Background: an optimization exercise with open tools, aiming at small area and a short achievable clock period. Do not read the settings as production practice.
No run shown here included a check of the RTL's function; only the layout flow was run.
No activity file was given, so power comes from the tool's default toggle rates.

==> flow/design.v (outline; a module is shown in full before it is edited, if it fits) <==
// module multiplier: 3589 lines
// module FA: 4 lines
// module FAX: 6 lines
// module HA: 4 lines
// module HAN: 4 lines
// module OR2: 3 lines
// module FA1: 4 lines
// module MAJ: 3 lines
// module BTWO: 3 lines
// module BSGN: 3 lines
// module PPSEL: 3 lines
// module PPSELN: 3 lines
// module INV: 3 lines
// module NAND2: 3 lines
// module NOR2: 3 lines
// module XOR2: 3 lines
// module XNOR2: 3 lines
// module AOI21: 3 lines
// module OAI21: 3 lines
// module CPA: 994 lines
module multiplier (
    input clk,
    input rst,
    input start,
    input [31:0] A,
    input [31:0] B,
    input [7:0] Physical_address_in,
    input [31:0] PC_in,
    output [63:0] Product,
    output reg done,
    output reg [7:0] Physical_address_out,
    output reg [31:0] PC_out
);
  // ...
==> flow/flow/run.sh <==
#!/bin/bash
# Layout flow: the standard ORFS flow (standard.sh) with extra ORFS
# settings read from flow/knobs.txt (one VAR=value per line; @FLOW@ stands
# for this flow folder). Its output goes to standard.log.
set -euo pipefail
flowdir="$(pwd)/flow"
knobs=()
while IFS= read -r line; do
  [[ -z "$line" || "$line" == \#* ]] && continue
  knobs+=("${line//@FLOW@/$flowdir}")
done < flow/knobs.txt
bash standard.sh "${knobs[@]}" finish > standard.log 2>&1
==> flow/flow/downsize.tcl <==
# Start the layout from the smallest drive strength of every logic cell that
# synthesis sized up; the flow's timing repair then sizes up what needs it.
set n 0
foreach inst [[ord::get_db_block] getInsts] {
  set m [[$inst getMaster] getName]
  if {![regexp {^(sky130_fd_sc_hd__[a-z0-9]+)_([0-9]+)$} $m -> base size]} { continue }
  if {$size <= 1} { continue }
  if {[string match "*df*" $base] || [string match "*conb*" $base] || [string match "*clk*" $base]} { continue }
  set small [get_lib_cells -quiet ${base}_1]
  if {$small == ""} { continue }
  replace_cell [$inst getName] $small
  incr n
}
puts "downsize: $n cells set to drive strength 1"
==> flow/flow/knobs.txt <==
BUFFER_PORTS_ARGS=-buffer_cell sky130_fd_sc_hd__buf_1
PRE_FLOORPLAN_TCL=@FLOW@/downsize.tcl
==> flow/standard.sh <==
#!/bin/bash
# synth_recipe.tcl (not shown) runs the flow's synth.tcl, then flattens the netlist and writes it again
# the make line also repeats each setting of config.mk as NAME=value (left out here)
make -C /OpenROAD-flow-scripts/flow DESIGN_CONFIG=/design/flow/config.mk WORK_HOME=/design/flow/orfs CLKGATE_MAP_FILE= SYNTH_SCRIPT=/design/flow/synth_recipe.tcl "${@:-finish}"
==> flow/config.mk <==
export PLATFORM = sky130hd
export DESIGN_NAME = multiplier
export DESIGN_NICKNAME = multiplier
export VERILOG_FILES = /design/flow/design.v
export SDC_FILE = /design/flow/constraint.sdc
export NUM_CORES = 8
export LEC_CHECK = 0
export CAP_MARGIN = 20
export CORE_MARGIN = 2
export CORE_UTILIZATION = 40
export SETUP_SLACK_MARGIN = 0.9
export SLEW_MARGIN = 20
export SYNTH_HIERARCHICAL = 1
export SYNTH_MINIMUM_KEEP_SIZE = 0
==> flow/constraint.sdc <==
create_clock -name core_clock -period 5.0 [get_ports {clk}]
set_input_delay 1.0000 -clock core_clock [delete_from_list [all_inputs] [get_ports {clk}]]
set_output_delay 1.0000 -clock core_clock [all_outputs]
set_load 0.01 [all_outputs]
==> impl_metrics.py, run 1 <==
metrics = {
    "sta": {
        "hold-worst-slack_ns": 0.632,
        "hold_viol": 0,
        "setup_viol": 0,
        "worstMarginPinSlew_ns": 0.737,
    },
    "pwr": {
        "leakagePower_uw": 0.0123,
        "powerSeq_uw": 2660,
        "pwr-share-seq_pct": 11.0,
        "intPower_uw": 11100,
        "swShare_pct": 53.8,
    },
    "finish": {
        "reg_top3": "PC_out (32), Physical_address_out (8)",
        "top_register": "PC_out",
        "seq_cells": 168,
        "clock_buffers": 17,
        "multi_input_area_share_pct": 74.1,
        "diodes": 2,
        "layout_common_cells": "909 x xor2_1, 505 x a22oi_1, 284 x fa_1",
        "inverters": 32,
    },
    "floorplanning": {
        "initial_core_util_pct": 40.5,
        "io_pins": 212,
    },
    "setup_path": {
        "critical_path_required_ns": 5.33,
        "path_cells": "clkbuf_4 -> buf_6 -> o22ai_4 -> buf_4 -> a22oi_1 -> xor2_1 -> xor2_2 -> maj3_1 -> maj3_1 -> maj3_1 -> maj3_1 -> maj3_1",
    },
    "synthesis": {
        "synth_warnings": 7,
        "syn_inst": 2838,
    },
    "routing": {
        "drt-total-wl_um": 103000,
        "met2_length_um": 45400,
        "met3WireLength_um": 8840,
        "viasPerCell": 5.85,
    },
    "clock_tree": {
        "cts.sinks": 168,
        "numCtsBuffers": 17,
        "ctsLongestPathBuffers": 2,
        "h-tree-depth": 4,
        "postCtsSetupBuffers": 16,
    },
    "status": {
        "status": "timing/DRC/antenna clean",
    },
    "placed_design": {
        "hpwl_um": 83900,
        "routabilityCongestion": 0.962,
    },
    "grt": {
        "grt_pass1_wl_um": 150000,
    },
}
==> run 2: changes to the inputs <==
--- a/flow/config.mk
+++ b/flow/config.mk
@@ -8,7 +8,7 @@
 export CAP_MARGIN = 20
 export CORE_MARGIN = 2
 export CORE_UTILIZATION = 40
-export SETUP_SLACK_MARGIN = 0.9
+export SETUP_SLACK_MARGIN = 0.6
 export SLEW_MARGIN = 20
 export SYNTH_HIERARCHICAL = 1
 export SYNTH_MINIMUM_KEEP_SIZE = 0
==> run 2 against run 1 <==
Effect of this change:
- sequential power fell by 5%
- utilization shrank 2.9 points
- sequential share of layout area up 0.59 points
- worst hold slack improved by 0.0056 ns
- critical path type unchanged
- critical endpoint is now r42_0$_DFF_P_
- highest routed layer is now met5
==> impl_metrics.py, run 2 <==
metrics = {
    "status": {
        "status": "timing/DRC/antenna clean",
    },
    "pwr": {
        "leakagePower_uw": 0.0117,
        "p_per_area_nw_per_um2": 719,
        "ir_worst_vdd_uv": 434,
    },
    "sta": {
        "min_period_over_period_pct": 86.3,
        "clock.fmax_mhz": 232,
        "hold-worst-slack_ns": 0.638,
        "period_minus_slack_ns": 4.32,
        "setup_viol": 0,
        "worstMarginPinSlew_ns": 0.812,
        "drv_slew": 0,
        "rsz0062_at_grt": "true",
        "hold_viol": 0,
        "finalSetupTns_ns": 0,
        "relSlewSlack_pct": 45.8,
    },
    "finish": {
        "nFillCells": 6560,
        "top_register": "PC_out",
        "drive_gt1_share_pct": 9.03,
        "fin_util_pct": 47.4,
        "ff_latch_area_sq_um": 3360,
        "final_common_cell": "xor2_1",
        "layout_common_cells": "971 x xor2_1, 528 x a22oi_1, 295 x fa_1",
        "reg_top3": "PC_out (32), Physical_address_out (8)",
        "layoutNonFillerInstCount": 4173,
        "largest_reg_flops": 32,
        "multi_input_area_sq_um": 23900,
        "final_nets": 3699,
    },
    "routing": {
        "postRouteAntennaNets": 0,
        "dr.pass1.iters": 7,
        "wl_per_cell_um": 23.6,
        "drc": 0,
        "dr.first_iter.drc_count": 2859,
        "drt-total-wl_um": 98300,
        "viasPerCell": 5.78,
        "via_count": 24100,
    },
    "setup_path": {
        "crit_top_cell": "maj3_1",
        "crit_fanout": 12,
        "critPathLaunchType": "input pin",
        "critical_path_required_ns": 5.33,
        "crit_start": "B[7]",
        "cp_slowest_stage_delay_ns": 0.53,
        "path_cells": "clkbuf_2 -> buf_4 -> xor2_1 -> a22oi_1 -> fa_1 -> maj3_1 -> maj3_1 -> maj3_1 -> maj3_1 -> maj3_1",
        "crit_path_end_kind": "register",
        "cp.arrival_ns": 4.64,
        "worstSetupPathType": "input pin to register",
        "critPathCapture": "r42_0$_DFF_P_",
        "crit_slowest_cell": "fa_1",
    },
    "grt": {
        "track_usage_pct": 27.4,
        "grt_pass1_vias": 23400,
        "grt_max_degree": 46,
        "grt_overflow": 0,
        "grt_pass1_wl_um": 145000,
        "antenna_found_initial": 6,
    },
    "clock_tree": {
        "h-tree-depth": 4,
        "postCtsSetupBuffers": 0,
        "cts.sinks": 168,
        "numCtsBuffers": 17,
        "cts.clk_slew.worst_paths_ns": 0.07,
        "cts-root-buf": "clkbuf_16",
        "tritoncts": "done",
        "ctsLongestPathBuffers": 2,
        "ctsHoldBuffers": 0,
    },
    "synthesis": {
        "syn_inst": 2838,
        "synth_warnings": 7,
    },
    "floorplanning": {
        "initial_core_util_pct": 40.5,
        "die_area_sq_um": 70200,
        "rows": 95,
        "core_area_sq_um": 67300,
        "die_h_um": 265,
        "dieWidth_um": 265,
        "io_pins": 212,
    },
    "worst_hold_path": {
        "hold_class": "input pin to register",
    },
    "placed_design": {
        "hpwl_um": 83300,
        "placedCellCount": 4140,
        "io_buffers": 211,
        "routabilityCongestion": 0.974,
    },
    "flow_run": {
        "maxCapViolCount": 0,
    },
}
## run 2: power breakdown
group	total, uW	switching, uW	leakage, uW	internal [uW]
Combinational	19100	11400	0.00999	7750
Sequential	2530	340	0.00142	2190
Clock	1300	622	0.000278	673
## run 2: metal layers
metal  wire length [um]  track usage (%)  part of all wire (%)  vias up
met4               2710             7.86                   2.8        4
met2              41900             41.7                    43     1219
li1                   -                -                     -    11000
met1              43600             38.5                    44    11800
met5                 30                0                 0.031        -
met3              10100             6.66                    10      152
## run 2: timing repair
item	in CTS	in global routing
endpoints found under the hold margin	0	0
resized for setup	3	23
endpoints found under the setup margin	4	32
## run 2: final cells by class
type / count / share of cell area, %
flip-flops and latches: 168 / 10.5
diodes: 1 / 0.00785
clock inverters: 14 / 0.404
inverters: 32 / 0.377
repair buffers: 426 / 8.78
well taps: 873 / 3.42
multi-input cells: 2641 / 75.1
clock buffers: 18 / 1.38
## run 2: worst max-delay path: cells and delay by family
kind / cells / cell delay (ns)
fa+ha+maj: 6 / 2.57
buf+inv: 2 / 0.49
compound gates: 1 / 0.39
xor+xnor: 1 / 0.19
## run 2: worst min path at each step
stage                     depth (start not counted)                    from  slack [ns]                               to
after CTS                                         1               PC_in[21]        0.61               PC_out[21]$_DFF_P_
final                                             1                PC_in[8]        0.64                PC_out[8]$_DFF_P_
after floorplan                                   0                PC_in[0]        1.03                PC_out[0]$_DFF_P_
after global placement                            1  Physical_address_in[6]        1.09  Physical_address_out[6]$_DFF_P_
after global routing                              1               PC_in[20]        0.61               PC_out[20]$_DFF_P_
after detailed placement                          1               PC_in[21]        1.09               PC_out[21]$_DFF_P_
## run 2: through the flow
step           setup slack, ns  area, sq um  power, uW
2_1_floorplan            0.559        27400      15900
3_3_place_gp             0.118        31200      21200
3_5_place_dp             0.144        31200      21500
4_1_cts                  0.554        31800      22800
5_1_grt                  0.518        31900      24900
6_report                 0.684        31900      22900
==> run 3: changes to the inputs <==
--- a/flow/config.mk
+++ b/flow/config.mk
@@ -8,7 +8,7 @@
 export CAP_MARGIN = 20
 export CORE_MARGIN = 2
 export CORE_UTILIZATION = 40
-export SETUP_SLACK_MARGIN = 0.6
+export SETUP_SLACK_MARGIN = 0.75
 export SLEW_MARGIN = 20
 export SYNTH_HIERARCHICAL = 1
 export SYNTH_MINIMUM_KEEP_SIZE = 0
==> run 3 against run 2 <==
Effect of this change:
- still clean on timing, DRC and antenna
- utilization rose by 0.85 points
- setup slack improved by 0.096 ns
- clock power rose by 8%
- via count down 0.24%
- maximum frequency rose by 2.3%
- critical endpoint is now r38_0$_DFF_P_
- largest power group unchanged
==> impl_metrics.py, run 3 <==
metrics = {
    "sta": {
        "hold_viol": 0,
        "clock.fmax_mhz": 237,
        "period_minus_slack_ns": 4.22,
        "finalSetupTns_ns": 0,
        "drv_slew": 0,
        "relSlewSlack_pct": 39.7,
        "setup_viol": 0,
        "rsz0062_at_grt": "true",
        "min_period_over_period_pct": 84.4,
        "worstMarginPinSlew_ns": 0.902,
    },
    "floorplanning": {
        "io_pins": 212,
        "dieWidth_um": 265,
        "initial_core_util_pct": 40.5,
        "die_h_um": 265,
        "core_area_sq_um": 67300,
        "rows": 95,
        "die_area_sq_um": 70200,
    },
    "setup_path": {
        "critical_path_required_ns": 5.31,
        "critPathLaunchType": "input pin",
        "crit_path_end_kind": "register",
        "crit_fanout": 7,
        "cp.arrival_ns": 4.53,
        "worstSetupPathType": "input pin to register",
    },
    "routing": {
        "met2_length_um": 42800,
        "dr.first_iter.drc_count": 2818,
        "dr.pass1.iters": 7,
        "drc": 0,
        "drt-total-wl_um": 99100,
        "viasPerCell": 5.76,
        "met3WireLength_um": 9680,
        "postRouteAntennaNets": 0,
        "wl_met1_um": 43400,
        "highest_layer": "met5",
        "wl_per_cell_um": 23.7,
        "via_count": 24100,
    },
    "grt": {
        "grt_max_degree": 76,
        "grt_pass1_vias": 23800,
        "track_usage_pct": 27.6,
        "antenna_found_initial": 2,
        "grt_overflow": 0,
        "grt_pass1_wl_um": 147000,
    },
    "finish": {
        "ff_latch_area_sq_um": 3360,
        "largest_reg_flops": 32,
        "multi_input_area_sq_um": 24300,
        "top_register": "PC_out",
        "final_nets": 3706,
        "final_common_cell": "xor2_1",
        "nFillCells": 6532,
        "reg_top3": "PC_out (32), Physical_address_out (8)",
        "fin_util_pct": 48.3,
        "drive_gt1_share_pct": 11.2,
        "layout_common_cells": "942 x xor2_1, 520 x a22oi_1, 295 x fa_1",
        "layoutNonFillerInstCount": 4180,
    },
    "worst_hold_path": {
        "hold_class": "input pin to register",
        "hold_end": "PC_out[22]$_DFF_P_",
        "hold_depth": 1,
        "hold_path.startpoint": "PC_in[22]",
    },
    "placed_design": {
        "hpwl_um": 83100,
        "io_buffers": 211,
        "routabilityCongestion": 0.972,
        "placedCellCount": 4143,
    },
    "flow_run": {
        "maxCapViolCount": 0,
    },
    "status": {
        "status": "timing/DRC/antenna clean",
    },
    "pwr": {
        "pwr-share-clk_pct": 6.0,
        "swShare_pct": 53.3,
        "intPower_uw": 11000,
        "switchingPower_uw": 12600,
        "p_comb_share_pct": 83.1,
        "p_per_area_nw_per_um2": 726,
        "pwr-share-seq_pct": 10.9,
        "leakagePower_uw": 0.0119,
        "ir_worst_vdd_uv": 442,
    },
    "clock_tree": {
        "cts-root-buf": "clkbuf_16",
        "h-tree-depth": 4,
        "ctsLongestPathBuffers": 2,
        "cts.clk_slew.worst_paths_ns": 0.07,
        "numCtsBuffers": 17,
        "ctsHoldBuffers": 0,
        "cts.sinks": 168,
        "tritoncts": "done",
    },
    "synthesis": {
        "synth_warnings": 7,
        "syn_inst": 2838,
    },
}
==> run 3: how the worst max path moves through the flow <==
stage,from,endpoint,slack [ns]
2_1_floorplan,B[10],r39_0$_DFF_P_,0.75
3_5_place_dp,B[13],r33_0$_DFF_P_,0.14
6_report,B[4],r38_0$_DFF_P_,0.78
5_1_grt,B[4],r38_0$_DFF_P_,0.68
4_1_cts,r23_1$_DFF_P_,Product[63],0.74
3_3_place_gp,B[13],r33_0$_DFF_P_,0.18
==> run 3: final cells by class <==
cell class / instances / area share, %
flip-flops and latches: 168 / 10.4
multi-input cells: 2641 / 75.0
diodes: 1 / 0.00771
inverters: 32 / 0.370
repair buffers: 433 / 9.00
clock inverters: 14 / 0.563
well taps: 873 / 3.36
clock buffers: 18 / 1.35
==> run 3: critical path: stages <==
cell	delay [ns]
buf_1	0.07
buf_4	0.21
nand2b_1	0.14
o22ai_2	0.08
clkbuf_4	0.20
a22oi_1	0.27
xor2_1	0.29
xor2_2	0.26
xor2_1	0.20
xor2_1	0.15
maj3_1	0.40
maj3_1	0.45
maj3_1	0.42
maj3_1	0.35
==> run 3: power groups by stage <==
| stage | combinational [uW] | clock [uW] | sequential, uW |
|---|---|---|---|
| global placement | 19000 | 0 | 2560 |
| detailed placement | 19200 | 0 | 2580 |
| finish | 19600 | 1410 | 2560 |
| global route | 21300 | 1490 | 2620 |
| CTS | 19300 | 1450 | 2550 |
| floorplan | 13400 | 0 | 2490 |
==> run 3: what timing repair did <==
item,4_1_cts,5_1_grt
gates cloned,0,1
endpoints found under the setup margin,29,76
pin swaps,0,9
resized for setup,15,83
setup buffers,0,3
==> run 3: metrics by stage <==
stage	setup slack, ns	power [uW]	hold WS [ns]	instance area [sq um]
3_5_place_dp	0.142	21800	1.09	31400
2_1_floorplan	0.753	15900	1.03	27500
4_1_cts	0.737	23300	0.620	32100
3_3_place_gp	0.181	21500	1.09	31400
5_1_grt	0.676	25400	0.621	32500
6_report	0.780	23600	0.645	32500
==> run 3: routing by layer <==
layer | global-route usage (%) | vias up
met5 | 0 | -
li1 | - | 10900
met3 | 6.20 | 150
met2 | 42.1 | 1090
met4 | 9.16 | 4
met1 | 38.6 | 11900
==> run 4: changes to the inputs <==
--- a/flow/config.mk
+++ b/flow/config.mk
@@ -8,7 +8,7 @@
 export CAP_MARGIN = 20
 export CORE_MARGIN = 2
 export CORE_UTILIZATION = 40
-export SETUP_SLACK_MARGIN = 0.75
+export SETUP_SLACK_MARGIN = 0.45
 export SLEW_MARGIN = 20
 export SYNTH_HIERARCHICAL = 1
 export SYNTH_MINIMUM_KEEP_SIZE = 0
==> run 4 against run 3 <==
Effect of this change:
- still clean on timing, DRC and antenna
- setup slack worse by 0.28 ns
- via count down 0.26%
- non-clock buffer count fell by 22
- sequential share of layout area up 0.29 points
- first-iteration DRC count up 2.0%
- power shrank 2.3%
- synthesized cell count stayed put
- critical path type unchanged
- largest cell class unchanged
==> impl_metrics.py, run 4 <==
metrics = {
    "placed_design": {
        "placedCellCount": 4125,
        "routabilityCongestion": 0.991,
        "hpwl_um": 83100,
        "io_buffers": 211,
    },
    "setup_path": {
        "path_cells": "clkbuf_2 -> buf_4 -> xor2_1 -> a22oi_1 -> fa_1 -> fa_1 -> fa_1 -> maj3_1 -> maj3_1",
        "cp.arrival_ns": 4.82,
        "critPathCapture": "r24_0$_DFF_P_",
        "crit_slowest_cell": "fa_1",
        "worstSetupPathType": "input pin to register",
        "crit_path_end_kind": "register",
        "crit_start": "B[5]",
        "crit_fanout": 23,
        "critPathLaunchType": "input pin",
        "critical_path_required_ns": 5.32,
        "cp_slowest_stage_delay_ns": 0.60,
        "crit_top_cell": "fa_1",
    },
    "grt": {
        "grt_overflow": 0,
        "grt_pass1_vias": 23000,
        "grt_max_degree": 46,
        "antenna_found_initial": 6,
        "grt_pass1_wl_um": 144000,
        "track_usage_pct": 27.3,
    },
    "sta": {
        "relSlewSlack_pct": 47.4,
        "worstMarginPinSlew_ns": 0.789,
        "drv_slew": 0,
        "rsz0062_at_grt": "false",
        "clock.fmax_mhz": 222,
        "min_period_over_period_pct": 90.0,
        "period_minus_slack_ns": 4.50,
        "hold_viol": 0,
        "setup_viol": 0,
        "finalSetupTns_ns": 0,
    },
    "finish": {
        "final_common_cell": "xor2_1",
        "final_nets": 3684,
        "nFillCells": 6558,
        "top_register": "PC_out",
        "drive_gt1_share_pct": 7.67,
        "reg_top3": "PC_out (32), Physical_address_out (8)",
        "layout_common_cells": "977 x xor2_1, 528 x a22oi_1, 295 x fa_1",
        "largest_reg_flops": 32,
        "layoutNonFillerInstCount": 4162,
    },
    "pwr": {
        "ir_worst_vdd_uv": 411,
        "leakagePower_uw": 0.0116,
        "p_per_area_nw_per_um2": 729,
    },
    "routing": {
        "via_count": 24000,
        "wl_per_cell_um": 23.5,
        "drt-total-wl_um": 98000,
        "dr.pass1.iters": 7,
        "drc": 0,
        "postRouteAntennaNets": 0,
        "viasPerCell": 5.77,
        "dr.first_iter.drc_count": 2875,
    },
    "floorplanning": {
        "die_h_um": 265,
        "die_area_sq_um": 70200,
        "io_pins": 212,
        "dieWidth_um": 265,
        "initial_core_util_pct": 40.5,
        "rows": 95,
        "core_area_sq_um": 67300,
    },
    "synthesis": {
        "syn_inst": 2838,
        "synth_warnings": 7,
    },
    "clock_tree": {
        "h-tree-depth": 4,
        "ctsHoldBuffers": 0,
        "numCtsBuffers": 17,
        "tritoncts": "done",
        "cts.sinks": 168,
        "ctsLongestPathBuffers": 2,
        "cts.clk_slew.worst_paths_ns": 0.07,
        "cts-root-buf": "clkbuf_16",
    },
    "worst_hold_path": {
        "hold_class": "input pin to register",
    },
    "status": {
        "status": "timing/DRC/antenna clean",
    },
    "flow_run": {
        "maxCapViolCount": 0,
    },
}
-- run 4: timing repair --
item / 4_1_cts / 5_1_grt
setup buffers: 0 / 0
setup endpoints to repair: 3 / 4
resized for setup: 3 / 1
cloned: 0 / 0
-- run 4: how the worst min path moves through the flow --
stage | startpoint | end | depth (start not counted)
floorplan | PC_in[0] | PC_out[0]$_DFF_P_ | 0
global placement | PC_in[29] | PC_out[29]$_DFF_P_ | 1
detailed placement | Physical_address_in[1] | Physical_address_out[1]$_DFF_P_ | 1
CTS | PC_in[23] | PC_out[23]$_DFF_P_ | 1
global route | PC_in[23] | PC_out[23]$_DFF_P_ | 1
finish | Physical_address_in[1] | Physical_address_out[1]$_DFF_P_ | 1
-- run 4: layout make-up --
cell class / count / area (sq um) / share of cell area (%)
tap: 873 / 1090 / 3.46
multi-input combinational: 2641 / 23800 / 75.2
sequential: 168 / 3360 / 10.6
inverter: 32 / 120 / 0.380
clock inverter: 14 / 184 / 0.582
clock buffer: 18 / 439 / 1.39
antenna: 5 / 12.5 / 0.0396
timing repair buffer: 411 / 2610 / 8.27
-- run 4: worst max-delay path, delay by kind of cell --
kind | cells | cell delay (ns)
fa+ha+maj | 5 | 2.25
buf+inv | 2 | 0.69
xor+xnor | 1 | 0.54
compound gates | 1 | 0.31
-- run 4: routing by layer --
| layer | vias to the layer above | share of wire [%] | global-route usage [%] |
|---|---|---|---|
| met5 | - | 0.012 | 0 |
| met4 | 2 | 3.4 | 9.09 |
| met3 | 144 | 9.3 | 4.47 |
| met2 | 1174 | 42 | 41.2 |
| met1 | 11800 | 45 | 39.5 |
| li1 | 10900 | - | - |
-- run 4: metrics by stage --
stage | total power (uW) | util [%] | hold WS (ns) | area, sq um | setup WS (ns)
floorplan | 15900 | - | 1.03 | 27300 | 0.452
global placement | 21300 | 46.0 | 1.09 | 30900 | 0.207
detailed placement | 21500 | 46.0 | 1.09 | 30900 | 0.193
CTS | 23000 | 46.9 | 0.624 | 31600 | 0.546
global route | 24900 | 46.9 | 0.629 | 31600 | 0.467
finish | 23000 | 47.0 | 0.649 | 31600 | 0.501
-- run 4: power breakdown --
part	total, uW	leakage, uW	internal, uW	switching, uW
Combinational	19100	0.00984	7680	11400
Clock	1400	0.000310	815	585
Sequential	2520	0.00142	2190	335
Total	23000	0.0116	10700	12300
==> run 5: changes to the inputs <==
--- a/flow/config.mk
+++ b/flow/config.mk
@@ -8,7 +8,7 @@
 export CAP_MARGIN = 20
 export CORE_MARGIN = 2
 export CORE_UTILIZATION = 40
-export SETUP_SLACK_MARGIN = 0.45
+export SETUP_SLACK_MARGIN = 0.3
 export SLEW_MARGIN = 20
 export SYNTH_HIERARCHICAL = 1
 export SYNTH_MINIMUM_KEEP_SIZE = 0
==> run 5 against run 4 <==
Effect of this change:
- power barely moved
- synthesized cell count did not move
- critical path depth rose by 1
- combinational power barely moved
- critical path type is now register to output port
==> impl_metrics.py, run 5 <==
metrics = {
    "grt": {
        "grt_pass1_wl_um": 144000,
        "antenna_found_initial": 6,
        "track_usage_pct": 27.3,
        "grt_max_degree": 46,
        "grt_overflow": 0,
        "grt_pass1_vias": 23000,
    },
    "sta": {
        "finalSetupTns_ns": 0,
        "setup_ws_ns": 0.400,
        "clock.fmax_mhz": 217,
        "hold_viol": 0,
        "setup_viol": 0,
        "rsz0062_at_grt": "true",
        "min_period_over_period_pct": 92.0,
        "relSlewSlack_pct": 47.4,
        "period_minus_slack_ns": 4.60,
        "worstMarginPinSlew_ns": 0.789,
        "drv_slew": 0,
    },
    "finish": {
        "final_common_cell": "xor2_1",
        "reg_top3": "PC_out (32), Physical_address_out (8)",
        "drive_gt1_share_pct": 7.61,
        "nFillCells": 6558,
        "layout_common_cells": "977 x xor2_1, 528 x a22oi_1, 295 x fa_1",
        "final_nets": 3684,
        "largest_reg_flops": 32,
        "top_register": "PC_out",
        "layoutNonFillerInstCount": 4161,
    },
    "setup_path": {
        "cp_slowest_stage_delay_ns": 0.55,
        "crit_fanout": 3,
        "critPathLaunchType": "register",
        "crit_slowest_cell": "a21oi_1",
        "crit_top_cell": "a21oi_1",
        "path_cells": "xor2_1 -> a21oi_1 -> o21ai_1 -> a21oi_1 -> o21ai_1 -> a21oi_1 -> o21ai_1 -> a21oi_1 -> xnor2_1 -> buf_1",
        "worstSetupPathType": "register to output port",
        "critical_path_required_ns": 4.00,
        "crit_path_end_kind": "output port",
        "cp.arrival_ns": 3.60,
    },
    "floorplanning": {
        "initial_core_util_pct": 40.5,
        "dieWidth_um": 265,
        "io_pins": 212,
        "rows": 95,
        "die_area_sq_um": 70200,
        "die_h_um": 265,
        "core_area_sq_um": 67300,
    },
    "routing": {
        "met2_length_um": 41900,
        "met3WireLength_um": 8880,
        "highest_layer": "met5",
        "wl_per_cell_um": 23.5,
        "drt-total-wl_um": 97900,
        "via_count": 24000,
        "dr.pass1.iters": 6,
        "postRouteAntennaNets": 0,
        "drc": 0,
        "viasPerCell": 5.78,
        "dr.first_iter.drc_count": 2962,
        "wl_met1_um": 44000,
    },
    "worst_hold_path": {
        "hold_class": "input pin to register",
    },
    "clock_tree": {
        "cts-root-buf": "clkbuf_16",
        "ctsLongestPathBuffers": 2,
        "tritoncts": "done",
        "h-tree-depth": 4,
        "cts.sinks": 168,
        "postCtsSetupBuffers": 0,
        "cts.clk_slew.worst_paths_ns": 0.08,
        "numCtsBuffers": 17,
    },
    "status": {
        "status": "timing/DRC/antenna clean",
    },
    "placed_design": {
        "routabilityCongestion": 0.991,
        "io_buffers": 211,
        "placedCellCount": 4125,
        "hpwl_um": 83100,
        "post-place-ws_ns": 0.193,
    },
    "pwr": {
        "p_per_area_nw_per_um2": 728,
        "leakagePower_uw": 0.0116,
        "total_power_uw": 23000,
        "ir_worst_vdd_uv": 410,
    },
    "flow_run": {
        "maxCapViolCount": 0,
    },
    "synthesis": {
        "syn_inst": 2838,
        "synth_warnings": 7,
    },
}
==> run 5: power breakdown <==
part | switching (uW) | internal (uW)
logic | 11400 | 7680
registers | 336 | 2190
clock network | 584 | 815
total | 12300 | 10700
==> run 5: layout make-up <==
type                            instances  area, sq um  share of cell area (%)
Antenna cell                            4         10.0                  0.0317
Clock buffer                           18          439                    1.39
Clock inverter                         14          184                   0.582
Inverter                               32          120                   0.380
Multi-Input combinational cell       2641        23800                    75.2
Sequential cell                       168         3360                    10.6
Tap cell                              873         1090                    3.46
Timing Repair Buffer                  411         2610                    8.28
==> run 5: path summary, 6_finish.rpt <==
path,startpoint,to,depth (start not counted)
max,r23_1$_DFF_P_,Product[59],10
min,Physical_address_in[1],Physical_address_out[1]$_DFF_P_,1
==> run 5: repair_timing <==
item | CTS | global route
hold buffers | 0 | 0
gates resized for setup | 0 | 2
endpoints found under the setup margin | 0 | 3
==> run 5: stage by stage <==
step | instance area, sq um | hold slack (ns) | util, %
after floorplan | 27300 | 1.03 | -
after global placement | 30900 | 1.09 | 46.0
after detailed placement | 30900 | 1.09 | 46.0
after CTS | 31600 | 0.624 | 46.9
after global routing | 31600 | 0.629 | 46.9
final | 31600 | 0.648 | 46.9
==> run 5: per-layer routing <==
metal  up-vias  GRT usage (%)
met5         -              0
met4         2           9.07
met3       133           4.47
met2      1204           41.2
met1     11800           39.5
li1      10900              -
==> run 5: worst max-delay path: cells and delay by family (launching register included) <==
| kind | cells | cell delay [ns] |
|---|---|---|
| AO/OA/AOI/OAI | 7 | 2.26 |
| XOR/XNOR | 2 | 0.36 |
| buffers and inverters | 1 | 0.19 |
| flip-flops | 1 | 0.32 |
==> run 6: changes to the inputs <==
--- a/flow/flow/downsize.tcl
+++ b/flow/flow/downsize.tcl
@@ -5,7 +5,7 @@
   set m [[$inst getMaster] getName]
   if {![regexp {^(sky130_fd_sc_hd__[a-z0-9]+)_([0-9]+)$} $m -> base size]} { continue }
   if {$size <= 1} { continue }
-  if {[string match "*df*" $base] || [string match "*conb*" $base] || [string match "*clk*" $base]} { continue }
+  if {[string match "*df*" $base] || [string match "*conb*" $base] || [string match "*clk*" $base] || [string match "*maj3*" $base]} { continue }
   set small [get_lib_cells -quiet ${base}_1]
   if {$small == ""} { continue }
   replace_cell [$inst getName] $small
--- a/flow/config.mk
+++ b/flow/config.mk
@@ -8,7 +8,7 @@
 export CAP_MARGIN = 20
 export CORE_MARGIN = 2
 export CORE_UTILIZATION = 40
-export SETUP_SLACK_MARGIN = 0.3
+export SETUP_SLACK_MARGIN = 0.6
 export SLEW_MARGIN = 20
 export SYNTH_HIERARCHICAL = 1
 export SYNTH_MINIMUM_KEEP_SIZE = 0
==> run 6 against run 5 <==
Effect of this change:
- non-clock buffer count down 22
- final area about the same
- worst hold slack got worse by 0.051 ns
- combinational power increased by 3%
- cell count down 0.41%
- sequential share of layout area about the same
- routed wire length up 2.2%
- critical path depth grew 3
- maximum frequency is 7.9% higher
- utilization decreased by 0.61 points
- global-route usage increased by 0.55 points
- synthesized cell count did not move
- largest power group unchanged
==> impl_metrics.py, run 6 <==
metrics = {
    "sta": {
        "drv_slew": 0,
        "min_period_over_period_pct": 85.3,
        "rsz0062_at_grt": "true",
        "period_minus_slack_ns": 4.26,
        "setup_ws_ns": 0.735,
        "worstMarginPinSlew_ns": 0.866,
        "relSlewSlack_pct": 42.2,
        "hold_viol": 0,
        "clock.fmax_mhz": 234,
        "setup_viol": 0,
        "finalSetupTns_ns": 0,
    },
    "finish": {
        "fin_util_pct": 46.3,
        "top_register": "PC_out",
        "reg_top3": "PC_out (32), Physical_address_out (8)",
        "layout_common_cells": "974 x xor2_1, 528 x a22oi_1, 295 x fa_1",
        "drive_gt1_share_pct": 12.7,
        "nFillCells": 6664,
        "multi_input_area_sq_um": 24100,
        "final_common_cell": "xor2_1",
        "ff_latch_area_sq_um": 3360,
        "finalInstanceArea_sq_um": 31600,
        "final_nets": 3662,
        "largest_reg_flops": 32,
    },
    "setup_path": {
        "worstSetupPathType": "input pin to register",
        "crit_fanout": 20,
        "crit_slowest_cell": "fa_1",
        "crit_top_cell": "xor2_1",
        "cp_slowest_stage_delay_ns": 0.55,
        "crit_path_end_kind": "register",
        "critical_path_required_ns": 5.42,
        "path_cells": "buf_2 -> buf_4 -> xor2_1 -> a22oi_1 -> fa_1 -> xor2_1 -> xor2_1 -> xor2_1 -> xor2_1 -> xor2_1 -> xor2_1 -> xor2_1 -> xor2_1",
        "cp.arrival_ns": 4.68,
        "critPathLaunchType": "input pin",
    },
    "placed_design": {
        "post-place-ws_ns": 0.240,
        "hpwl_um": 83100,
        "postPlaceCellArea_sq_um": 30900,
        "routabilityCongestion": 0.962,
        "io_buffers": 211,
    },
    "clock_tree": {
        "tritoncts": "done",
        "cts.sinks": 168,
        "numCtsBuffers": 17,
        "cts.clk_slew.worst_paths_ns": 0.07,
        "cts-root-buf": "clkbuf_16",
        "ctsLongestPathBuffers": 2,
        "h-tree-depth": 4,
    },
    "synthesis": {
        "synth_warnings": 7,
        "syn_inst": 2838,
    },
    "grt": {
        "antenna_found_initial": 7,
        "grt_max_degree": 41,
        "grt_pass1_wl_um": 147000,
        "grt_pass1_vias": 23300,
        "grt_overflow": 0,
        "track_usage_pct": 27.8,
    },
    "routing": {
        "drc": 0,
        "dr.first_iter.drc_count": 2794,
        "viasPerCell": 5.82,
        "dr.pass1.iters": 7,
        "via_count": 24100,
        "postRouteAntennaNets": 0,
        "drt-total-wl_um": 100000,
        "wl_per_cell_um": 24.1,
    },
    "floorplanning": {
        "dieWidth_um": 266,
        "io_pins": 212,
        "die_h_um": 266,
        "rows": 96,
        "die_area_sq_um": 70700,
        "core_area_sq_um": 68200,
        "initial_core_util_pct": 40.2,
    },
    "flow_run": {
        "maxCapViolCount": 0,
    },
    "pwr": {
        "p_per_area_nw_per_um2": 745,
        "total_power_uw": 23600,
        "leakagePower_uw": 0.0116,
        "ir_worst_vdd_uv": 460,
    },
    "worst_hold_path": {
        "hold_end": "PC_out[10]$_DFF_P_",
        "hold_depth": 1,
        "hold_class": "input pin to register",
        "hold_path.startpoint": "PC_in[10]",
    },
    "status": {
        "status": "timing/DRC/antenna clean",
    },
}
## run 6: repair_timing
action	in CTS	in global routing
resized for setup	7	14
endpoints found under the hold margin	0	0
hold buffers	0	0
buffers inserted	0	0
endpoints found under the setup margin	10	18
## run 6: cell type report
class                   instances  share of cell area, %
multi-input cells            2641                   76.1
flip-flops and latches        168                   10.6
repair buffers                389                   7.48
well taps                     882                   3.49
clock buffers                  19                   1.40
clock inverters                12                  0.526
inverters                      32                  0.380
diodes                          1                0.00792
## run 6: stage by stage
step	hold slack, ns	std cells
floorplan	1.03	2845
global placement	1.09	4112
detailed placement	1.09	4112
CTS	0.565	4143
global route	0.576	4144
finish	0.598	4144
## run 6: power by group
part / internal [uW] / total, uW / switching, uW
clock network: 804 / 1430 / 622
logic: 8070 / 19600 / 11500
registers: 2190 / 2550 / 363
total: 11100 / 23600 / 12500
## run 6: metal layers
metal / share of wire [%] / track usage, % / wire (um)
met5: 0.041 / 0 / 41
met2: 44 / 43.3 / 44200
met1: 43 / 38.0 / 43000
met4: 3.9 / 11.3 / 3950
met3: 8.8 / 5.25 / 8840
## run 6: critical path: cells and delay by family
kind | cells | cell delay [ns]
adder cells (fa/ha/maj) | 1 | 0.55
AO/OA/AOI/OAI | 1 | 0.49
buffers and inverters | 2 | 0.76
XOR/XNOR | 9 | 1.87
## run 6: worst max path at each step
stage                             start            end  slack [ns]
after floorplan                   B[20]  r31_1$_DFF_P_        0.74
after global placement            B[19]  r20_0$_DFF_P_        0.24
after detailed placement          B[21]  r24_1$_DFF_P_        0.24
after CTS                 r25_1$_DFF_P_    Product[61]        0.61
after global routing      r25_1$_DFF_P_    Product[57]        0.58
final                              B[7]  r37_1$_DFF_P_        0.74

==> what the ideal ports hide <==
Ports are ideal in the flow. The routed layouts listed here were re-timed in OpenROAD. Step 1 (the two cells are an assumption about what drives the block):
set clk [get_ports {clk}]
set_driving_cell -lib_cell sky130_fd_sc_hd__clkbuf_16 $clk
set_driving_cell -lib_cell sky130_fd_sc_hd__buf_2 [delete_from_list [all_inputs] $clk]
Step 2, shift: input delay + t, output delay - t, t = (earliest + latest rising clock arrival at the registers) / 2. This alone moves slack from input paths to output paths. a / b / c = ideal / step 1 / step 2; a / b = the first two.
run | t (ns) | setup WS [ns] | worst setup path after step 2 | latest minus earliest clock arrival (ns)
run 1 | 0.501 | 0.867 / 0.875 / 0.374 | input to register | 0.026 / 0.026
run 2 | 0.495 | 0.684 / 0.681 / 0.186 | input to register | 0.027 / 0.028
run 3 | 0.487 | 0.780 / 0.765 / 0.282 | input to register | 0.029 / 0.029
run 4 | 0.487 | 0.501 / 0.515 / 0.028 | input to register | 0.021 / 0.021
run 5 | 0.487 | 0.400 / 0.352 / 0.037 | input to register | 0.022 / 0.022
run 6 | 0.534 | 0.735 / 0.686 / 0.191 | input to register | 0.025 / 0.025
After both steps every run listed still meets setup and hold. The setup slack of run 6, which loses most, moves by -0.049 ns with the drivers and by -0.544 ns with both steps.
